Context: an optimization exercise on an open-source flow, tuned for small area. The choices shown serve that exercise and are no tape-out recipe. Function not checked in this run: the RTL went through the layout flow alone. Power is estimated from default activity; no workload was simulated.

[flow/config.mk]
export PLATFORM = sky130hd
export DESIGN_NAME = uart_alu_top
export DESIGN_NICKNAME = uart_alu_top
export VERILOG_FILES = /design/flow/design.v
export SDC_FILE = /design/flow/constraint.sdc
export NUM_CORES = 4
export LEC_CHECK = 0
export CAP_MARGIN = 20
export CORE_MARGIN = 2
export CORE_UTILIZATION = 40
export SLEW_MARGIN = 20
[flow/run.sh]
#!/bin/bash
# synth_recipe.tcl (not shown) runs the flow's synth.tcl, then flattens the netlist and writes it again
# the make line also repeats each setting of config.mk as NAME=value (left out here)
make -C /OpenROAD-flow-scripts/flow DESIGN_CONFIG=/design/flow/config.mk WORK_HOME=/design/flow/orfs CLKGATE_MAP_FILE= SYNTH_SCRIPT=/design/flow/synth_recipe.tcl finish
[flow/design.v]
`timescale 1ns / 1ps
module alu #(parameter N = 8)(    
    input  [N-1:0] i_datoA,
    input  [N-1:0] i_datoB,
    input  [5:0]   i_operacion,
    output reg [N-1:0] o_resultado,
    output o_zero,       
    output o_overflow,   
    output o_carry      
    );
    wire signo_A, signo_B, signo_resultado;
    wire overflow_add, overflow_sub;
    wire [N:0] suma_extendida;
    wire carry_add;
    localparam OP_ADD = 6'b100000;
    localparam OP_SUB = 6'b100010;
    localparam OP_AND = 6'b100100;
    localparam OP_OR  = 6'b100101;
    localparam OP_XOR = 6'b100110;
    localparam OP_NOR = 6'b100111;
    localparam OP_SRL = 6'b000010;
    localparam OP_SRA = 6'b000011;
    always @(*) begin
       case(i_operacion)
           OP_ADD: o_resultado = i_datoA + i_datoB;    
           OP_SUB: o_resultado = i_datoA - i_datoB;    
           OP_AND: o_resultado = i_datoA & i_datoB;    
           OP_OR: o_resultado = i_datoA | i_datoB;     
           OP_XOR: o_resultado = i_datoA ^ i_datoB;    
           OP_NOR: o_resultado = ~(i_datoA | i_datoB); 
           OP_SRL: o_resultado = i_datoA >> i_datoB[$clog2(N)-1:0];              
           OP_SRA: o_resultado = $signed(i_datoA) >>> i_datoB[$clog2(N)-1:0];    
               default: o_resultado = {N{1'b0}};           
       endcase
    end
    assign signo_A = i_datoA[N-1];
    assign signo_B = i_datoB[N-1];
    assign signo_resultado = o_resultado[N-1];
    assign o_zero = (o_resultado == {N{1'b0}});
    assign overflow_add = (signo_A == signo_B) && (signo_A != signo_resultado);
    assign overflow_sub = (signo_A != signo_B) && (signo_A != signo_resultado);
    assign o_overflow = ((i_operacion == OP_ADD) && overflow_add) ||
                    ((i_operacion == OP_SUB) && overflow_sub);
    assign suma_extendida = {1'b0, i_datoA} + {1'b0, i_datoB}; 
    assign carry_add = suma_extendida[N];
    assign o_carry = (i_operacion == OP_ADD ) ? carry_add : 1'b0;
endmodule
`timescale 1ns / 1ps
module baud_rate_generator #(
    parameter DIVISOR = 651  
)(
    input  wire clk,
    input  wire reset,
    output wire tick
);
    localparam COUNTER_WIDTH = $clog2(DIVISOR);
    reg [COUNTER_WIDTH-1:0] counter;
    always @(posedge clk) begin
        if (reset) begin
            counter <= 0;
        end else begin
            if (counter == DIVISOR - 1) begin
                counter <= 0;
            end else begin
                counter <= counter + 1;
            end
        end
    end
    assign tick = (counter == DIVISOR - 1);
endmodule
`timescale 1ns / 1ps
module uart_rx #(
    parameter DBIT = 8,
    parameter SB_TICK = 16
)(
    input  wire clk,
    input  wire reset,
    input  wire rx,
    input  wire s_tick,
    output reg  rx_done_tick,
    output reg  [DBIT-1:0] dout
);
    localparam [1:0] IDLE  = 2'b00;
    localparam [1:0] START = 2'b01;
    localparam [1:0] DATA  = 2'b10;
    localparam [1:0] STOP  = 2'b11;
    reg [1:0] state_reg, state_next;
    reg [3:0] s_reg, s_next;
    reg [2:0] n_reg, n_next;
    reg [DBIT-1:0] b_reg, b_next;
    always @(posedge clk) begin
        if (reset) begin
            state_reg <= IDLE;
            s_reg <= 4'd0;
            n_reg <= 3'd0;
            b_reg <= {DBIT{1'b0}};
            dout <= {DBIT{1'b0}};
            rx_done_tick <= 1'b0;
        end else begin
            state_reg <= state_next;
            s_reg <= s_next;
            n_reg <= n_next;
            b_reg <= b_next;
            rx_done_tick <= (state_reg == STOP && s_reg == 4'd15 && s_tick);
            if (state_reg == STOP && s_reg == 4'd15 && s_tick) begin
                dout <= b_reg;
            end
        end
    end
    always @(*) begin
        state_next = state_reg;
        s_next = s_reg;
        n_next = n_reg;
        b_next = b_reg;
        case (state_reg)
            IDLE: begin
                if (~rx) begin
                    state_next = START;
                    s_next = 4'd0;
                end
            end
            START: begin
                if (s_tick) begin
                    if (s_reg == 4'd7) begin
                        if (~rx) begin
                            s_next = s_reg + 4'd1;
                        end else begin
                            state_next = IDLE;
                        end
                    end else if (s_reg == 4'd15) begin
                        state_next = DATA;
                        s_next = 4'd0;
                        n_next = 3'd0;
                    end else begin
                        s_next = s_reg + 4'd1;
                    end
                end
            end
            DATA: begin
                if (s_tick) begin
                    if (s_reg == 4'd7) begin
                        b_next = {rx, b_reg[DBIT-1:1]};
                    end
                    if (s_reg == 4'd15) begin
                        s_next = 4'd0;
                        if (n_reg == (DBIT - 1)) begin
                            state_next = STOP;
                        end else begin
                            n_next = n_reg + 3'd1;
                        end
                    end else begin
                        s_next = s_reg + 4'd1;
                    end
                end
            end
            STOP: begin
                if (s_tick) begin
                    if (s_reg == 4'd15) begin
                        state_next = IDLE;
                        s_next = 4'd0;
                    end else begin
                        s_next = s_reg + 4'd1;
                    end
                end
            end
            default: state_next = IDLE;
        endcase
    end
endmodule
`timescale 1ns / 1ps
module uart_tx #(
    parameter DBIT = 8,       
    parameter SB_TICK = 16    
)(
    input  wire clk,
    input  wire reset,
    input  wire tx_start,          
    input  wire s_tick,            
    input  wire [DBIT-1:0] din,    
    output wire  tx,                
    output wire tx_done_tick       
);
    localparam IDLE  = 2'b00;
    localparam START = 2'b01;
    localparam DATA  = 2'b10;
    localparam STOP  = 2'b11;
    reg [1:0] state_reg, state_next;   
    reg [3:0] s_reg, s_next;           
    reg [2:0] n_reg, n_next;           
    reg [DBIT-1:0] b_reg, b_next;      
    reg tx_reg, tx_next;               
    always @(posedge clk) begin
        if (reset) begin
            state_reg <= IDLE;
            s_reg <= 0;
            n_reg <= 0;
            b_reg <= 0;
            tx_reg <= 1'b1;   
        end else begin
            state_reg <= state_next;
            s_reg <= s_next;
            n_reg <= n_next;
            b_reg <= b_next;
            tx_reg <= tx_next;
        end
    end
    always @(*) begin
        state_next = state_reg;
        s_next = s_reg;
        n_next = n_reg;
        b_next = b_reg;
        tx_next = tx_reg;
        case (state_reg)
            IDLE: begin
                tx_next = 1'b1;   
                if (tx_start) begin
                    state_next = START;
                    s_next = 0;
                    b_next = din;   
                end
            end
            START: begin
                tx_next = 1'b0;   
                if (s_tick) begin
                    if (s_reg == SB_TICK - 1) begin   
                        state_next = DATA;
                        s_next = 0;
                        n_next = 0;
                    end else begin
                        s_next = s_reg + 1;
                    end
                end
            end
            DATA: begin
                tx_next = b_reg[0];   
                if (s_tick) begin
                    if (s_reg == SB_TICK - 1) begin  
                        s_next = 0;
                        b_next = {1'b0, b_reg[DBIT-1:1]};   
                        if (n_reg == DBIT - 1) begin
                            state_next = STOP;
                        end else begin
                            n_next = n_reg + 1;
                        end
                    end else begin
                        s_next = s_reg + 1;
                    end
                end
            end
            STOP: begin
                tx_next = 1'b1;   
                if (s_tick) begin
                    if (s_reg == SB_TICK - 1) begin
                        state_next = IDLE;
                    end else begin
                        s_next = s_reg + 1;
                    end
                end
            end
        endcase
    end
    assign tx = tx_reg;
    assign tx_done_tick = (state_reg == STOP) && (s_reg == SB_TICK - 1) && s_tick;
endmodule
`timescale 1ns / 1ps
module uart_alu_top #(
    parameter CLK_FREQ = 100_000_000,
    parameter BAUD_RATE = 9600,
    parameter DATA_BITS = 8
)(
    input  wire clk,
    input  wire reset,
    input  wire rx,
    output wire tx,
    output wire [15:0] led
);
    localparam DIVISOR = CLK_FREQ / (BAUD_RATE * 16);
    wire tick;
    baud_rate_generator #(
        .DIVISOR(DIVISOR)
    ) baud_gen (
        .clk(clk),
        .reset(reset),
        .tick(tick)
    );
    wire rx_done;
    wire [7:0] rx_data;
    uart_rx #(
        .DBIT(8),
        .SB_TICK(16)
    ) uart_rx_inst (
        .clk(clk),
        .reset(reset),
        .rx(rx),
        .s_tick(tick),
        .rx_done_tick(rx_done),
        .dout(rx_data)
    );
    reg tx_start_reg;
    reg [7:0] tx_data_reg;
    wire tx_done;
    wire tx_internal;
    uart_tx #(
        .DBIT(8),
        .SB_TICK(16)
    ) uart_tx_inst (
        .clk(clk),
        .reset(reset),
        .tx_start(tx_start_reg),
        .s_tick(tick),
        .din(tx_data_reg),
        .tx(tx_internal),
        .tx_done_tick(tx_done)
    );
    assign tx = tx_internal;
    reg [DATA_BITS-1:0] reg_A;
    reg [DATA_BITS-1:0] reg_B;
    reg [5:0] reg_op;
    wire [DATA_BITS-1:0] alu_result;
    wire alu_zero, alu_overflow, alu_carry;
    alu #(
        .N(DATA_BITS)
    ) alu_inst (
        .i_datoA(reg_A),
        .i_datoB(reg_B),
        .i_operacion(reg_op),
        .o_resultado(alu_result),
        .o_zero(alu_zero),
        .o_overflow(alu_overflow),
        .o_carry(alu_carry)
    );
    localparam S_IDLE         = 4'd0;    
    localparam S_RECV_A       = 4'd1;    
    localparam S_WAIT_B       = 4'd2;    
    localparam S_RECV_B       = 4'd3;    
    localparam S_WAIT_OP      = 4'd4;    
    localparam S_RECV_OP      = 4'd5;    
    localparam S_EXECUTE      = 4'd6;    
    localparam S_SEND_RES_ST  = 4'd7;    
    localparam S_SEND_RES_WT  = 4'd8;    
    localparam S_SEND_FLG_ST  = 4'd9;    
    localparam S_SEND_FLG_WT  = 4'd10;   
    localparam S_SEND_STA_ST  = 4'd11;   
    localparam S_SEND_STA_WT  = 4'd12;   
    reg [3:0] state_reg, state_next;
    always @(posedge clk) begin
        if (reset) begin
            state_reg <= S_IDLE;
        end else begin
            state_reg <= state_next;
        end
    end
    always @(posedge clk) begin
        if (reset) begin
            reg_A <= 0;
            reg_B <= 0;
            reg_op <= 0;
        end else begin
            case (state_reg)
                S_RECV_A:  reg_A <= rx_data;
                S_RECV_B:  reg_B <= rx_data;
                S_RECV_OP: reg_op <= rx_data[5:0];
            endcase
        end
    end
    always @(*) begin
        state_next = state_reg;
        case (state_reg)
            S_IDLE: begin
                if (rx_done) state_next = S_RECV_A;
            end
            S_RECV_A: begin
                state_next = S_WAIT_B;
            end
            S_WAIT_B: begin
                if (rx_done) state_next = S_RECV_B;
            end
            S_RECV_B: begin
                state_next = S_WAIT_OP;
            end
            S_WAIT_OP: begin
                if (rx_done) state_next = S_RECV_OP;
            end
            S_RECV_OP: begin
                state_next = S_EXECUTE;
            end
            S_EXECUTE: begin
                state_next = S_SEND_RES_ST;
            end
            S_SEND_RES_ST: begin
                state_next = S_SEND_RES_WT;
            end
            S_SEND_RES_WT: begin
                if (tx_done) state_next = S_SEND_FLG_ST;
            end
            S_SEND_FLG_ST: begin
                state_next = S_SEND_FLG_WT;
            end
            S_SEND_FLG_WT: begin
                if (tx_done) state_next = S_SEND_STA_ST;
            end
            S_SEND_STA_ST: begin
                state_next = S_SEND_STA_WT;
            end
            S_SEND_STA_WT: begin
                if (tx_done) state_next = S_IDLE;
            end
            default: state_next = S_IDLE;
        endcase
    end
    reg [3:0] state_prev;
    always @(posedge clk) begin
        if (reset) begin
            tx_start_reg <= 1'b0;
            tx_data_reg <= 8'h00;
            state_prev <= S_IDLE;
        end else begin
            state_prev <= state_reg;
            tx_start_reg <= 1'b0;   
            if ((state_prev != S_SEND_RES_ST) && (state_reg == S_SEND_RES_ST)) begin
                tx_start_reg <= 1'b1;
                tx_data_reg <= alu_result;
            end
            else if ((state_prev != S_SEND_FLG_ST) && (state_reg == S_SEND_FLG_ST)) begin
                tx_start_reg <= 1'b1;
                tx_data_reg <= {alu_zero, alu_overflow, alu_carry, 5'b00000};
            end
            else if ((state_prev != S_SEND_STA_ST) && (state_reg == S_SEND_STA_ST)) begin
                tx_start_reg <= 1'b1;
                tx_data_reg <= 8'h55;
            end
            else if (state_reg == S_SEND_RES_WT) begin
                tx_data_reg <= alu_result;
            end
            else if (state_reg == S_SEND_FLG_WT) begin
                tx_data_reg <= {alu_zero, alu_overflow, alu_carry, 5'b00000};
            end
            else if (state_reg == S_SEND_STA_WT) begin
                tx_data_reg <= 8'h55;
            end
        end
    end
    assign led[7:0] = alu_result;
    assign led[8] = alu_zero;
    assign led[9] = alu_overflow;
    assign led[10] = alu_carry;
    assign led[11] = (state_reg == S_RECV_A);
    assign led[12] = (state_reg == S_RECV_B);
    assign led[13] = (state_reg == S_RECV_OP);
    assign led[14] = rx_done;
    assign led[15] = tx_done;   
endmodule
[flow/constraint.sdc]
create_clock -name core_clock -period 10.0 [get_ports {clk}]
set_input_delay 2.0000 -clock core_clock [delete_from_list [all_inputs] [get_ports {clk}]]
set_output_delay 2.0000 -clock core_clock [all_outputs]
set_load 0.01 [all_outputs]
==> run notes <==
-- kinds of logic after synthesis --
group	after synthesis	share of synthesized area (%)
xor gates and xnor gates	31	4.76
adders and majority gates	44	9.77
muxes	40	7.96
AOI/OAI and AO/OA	157	18.2
DFF	93	32.6
and+or+nand+nor	250	21.0
buffers and inverters	73	5.70
-- per-layer routing --
layer  track usage (%)  vias to the layer above  share of wire (%)
li1                  -                     2411                  -
met1              24.9                     2212                 49
met2              27.6                       89                 45
met3              3.55                       11                3.7
met4              5.82                        0                1.6
met5                 0                        -                  0
-- Yosys cell counts (5+ instances only) --
| library cell | count | area (um2) |
|---|---|---|
| dfxtp_1 | 93 | 1860 |
| buf_2 | 5 | 25.0 |
| xor2_1 | 12 | 105 |
| mux2i_1 | 30 | 300 |
| nand4_1 | 6 | 37.5 |
| inv_1 | 32 | 120 |
| nor2b_1 | 12 | 75.1 |
| nand2b_1 | 10 | 62.6 |
| nor3_1 | 11 | 55.1 |
| nand3_1 | 24 | 120 |
| o21ai_0 | 26 | 130 |
| xnor2_1 | 19 | 166 |
| and3_1 | 7 | 43.8 |
| nand2_1 | 83 | 312 |
| buf_4 | 8 | 60.1 |
| clkbuf_1 | 22 | 82.6 |
| nor2_1 | 66 | 248 |
| a21oi_1 | 56 | 280 |
| ha_1 | 43 | 538 |
| a211oi_1 | 10 | 75.1 |
| or3_1 | 6 | 37.5 |
-- layout by cell type (no fill, tap or decap), drive strengths merged, types with 10 or more instances in the layout --
cell / count
clkdlybuf4s50: 18
nor3: 11
xor2: 12
o21ai: 30
nand3: 24
a21oi: 57
inv: 32
a211oi: 11
nor2b: 12
nor2: 67
dfxtp: 93
xnor2: 19
ha: 43
clkbuf: 11
nand2b: 10
nand2: 83
mux2i: 30
-- final cells by class --
| cell class | instances | area (um2) | area share [%] |
|---|---|---|---|
| repair buffers | 22 | 208 | 3.31 |
| inverters | 35 | 131 | 2.09 |
| flip-flops and latches | 93 | 1860 | 29.6 |
| clock inverters | 5 | 83.8 | 1.33 |
| multi-input cells | 522 | 3530 | 56.2 |
| well taps | 180 | 225 | 3.59 |
| clock buffers | 11 | 243 | 3.86 |
-- path summary, 6_finish.rpt --
kind	startpoint	slack [ns]	to	depth (start not counted)
setup / recovery	reg_op[1]$_SDFFE_PP0P_	3.16	led[8]	12
hold / removal	tx_data_reg[2]$_SDFFE_PP0P_	0.46	tx_data_reg[2]$_SDFFE_PP0P_	2
setup reg to reg	reg_op[1]$_SDFFE_PP0P_	5.79	tx_data_reg[7]$_SDFFE_PP0P_	11
hold reg to reg	tx_data_reg[2]$_SDFFE_PP0P_	0.46	tx_data_reg[2]$_SDFFE_PP0P_	2
-- power by group --
group          switching [uW]  leakage, uW  internal, uW  total [uW]
logic                    84.2      0.00144          54.4         139
registers                13.1     0.000750           393         406
clock network             140     0.000152           226         366
-- worst max-delay path: stages (launching register included) --
cell and delay, ns:
dfxtp_1 1.00, nor2b_1 0.44, and2_1 0.32, mux2_2 0.39
fa_1 0.46, nand2b_1 0.18, a21oi_1 0.16, xor2_1 0.08
a211o_1 0.35, nor4_2 0.28, nand3_1 0.14, nor2_1 0.13
clkdlybuf4s50_1 0.54
-- metrics by stage --
stage	area (um2)	instances	total power, uW	util (%)
after floorplan	5710	688	521	-
final	6280	868	910	45.1
after CTS	6280	868	922	45.1
after detailed placement	5950	852	552	42.7
after global routing	6280	868	959	45.1
after global placement	5950	852	546	42.7
==> flow_metrics.tcl <==
set metrics [dict create \
    status "timing/DRC/antenna clean" \
    synth_area_mm2 0.00571 \
    slew_violations 0 \
    cts_tree "yes" \
    required_ns 8.00 \
    syn_nets 735 \
    dr.pass1.iters 7 \
    htree_levels 3 \
    dp_hpwl_um 9440 \
    slew_headroom_pct 31.3 \
    ios 20 \
    worst_pin_slew_ns 1.03 \
    drcViolationCount 0 \
    crit_fanout 20 \
    syn_inst 688 \
    critPathArrivalTime_ns 4.84 \
    grt.total_usage_pct 17.9 \
    pwr_density_cell_mw_per_mm2 145 \
    ys_warn_count 5 \
    numCtsBuffers 9 \
    crit_type "flip-flop to output port" \
    diodes 0 \
    yosys.cell_types.count 74 \
    cp-start-kind "flip-flop" \
    start_util_pct 41.0 \
    fillCellCount 1354 \
    async_reset_ff_share_pct 0 \
    final_antenna_net_count 0 \
    largest-register "baud_gen.counter" \
    clockBufferDepth 2 \
    drt_iter0_drc 339 \
    fp.coreArea_mm2 0.0139 \
    maxCapViolCount 0 \
    grt_pass1_vias 4374 \
    antenna_found_initial 0 \
    rsz0062_at_grt "false" \
    largest_reg_flops 10 \
    place_ws_ns 3.57 \
    die_area_mm2 0.0152 \
    drive_above_1_share_pct 5.96 \
    setup_violations 0 \
    post_cts_buffers 0 \
    timing.fmax_ghz 0.146 \
    synth_seq_area_share_pct 32.6 \
    io_buffers 19 \
    die_height_um 123 \
    hp-class "flip-flop to flip-flop" \
    gr-total-overflow 0 \
    cts.clk_slew.worst_paths_ns 0.06 \
    synth_edf_count 0 \
    syn_area_per_cell_um2 8.30 \
    wl_per_cell_um 14.9 \
    fin_crit_ns 6.84 \
    totalNegativeSetupSlack_ns 0 \
    die_x_um 123 \
    peakVddDrop_v 0.0000925 \
    place.gp.congestion 0.950 \
    synth_ff_type "dfxtp_1" \
    hold_violations 0 \
    vias 4723 \
    rows 43 \
    leakage_uw 0.00234 \
    holdBufCountCts 0 \
    grt_pass1_wl_um 21600 \
    vias_per_cell 5.44 \
    cts-resized-gates 0 \
    syn2layout_area_growth_pct 10.0 \
    cts_sinks 93 \
    totalWireLength_um 12900 \
    synth_seq_cells 93 \
    fin_ws_ns 3.16 \
    endpoint_kind "output port" \
    clock-root-buffer "clkbuf_16" \
    finalClockSkew_ns 0.00819 \
    fin_crit_sh_pct 68.4 \
    grt_max_degree 76 \
    clock_latency_ns 0.35 \
    nNetsFinal 730 \
    hold_ws_ns 0.457 \
]

-- static timing again, ports no longer ideal --
No port has a modelled driver above. Below, the same layout with a new extraction and two added sets of constraints. Step 1 (the two cells are an assumption about what drives the block):
set clk [get_ports {clk}]
set_driving_cell -lib_cell sky130_fd_sc_hd__clkbuf_16 $clk
set_driving_cell -lib_cell sky130_fd_sc_hd__buf_2 [delete_from_list [all_inputs] $clk]
Step 2 moves the port delays by t, midway between the first and last clock arrival at a register: inputs arrive t later, outputs are due t later. That takes back most of the time a late clock gives input paths. Three values: ideal ports, drivers, drivers and shift; two values: the first two.
t, ns: 0.382
setup WS [ns]: 3.164 / 3.124 / 3.506
latest minus earliest clock arrival (ns): 0.009 / 0.009
worst data-port slew with drivers (ns): 0.03
After both steps this run still meets setup and hold. For this run, drivers alone change the setup slack by -0.040 ns; drivers and shift together by +0.342 ns.
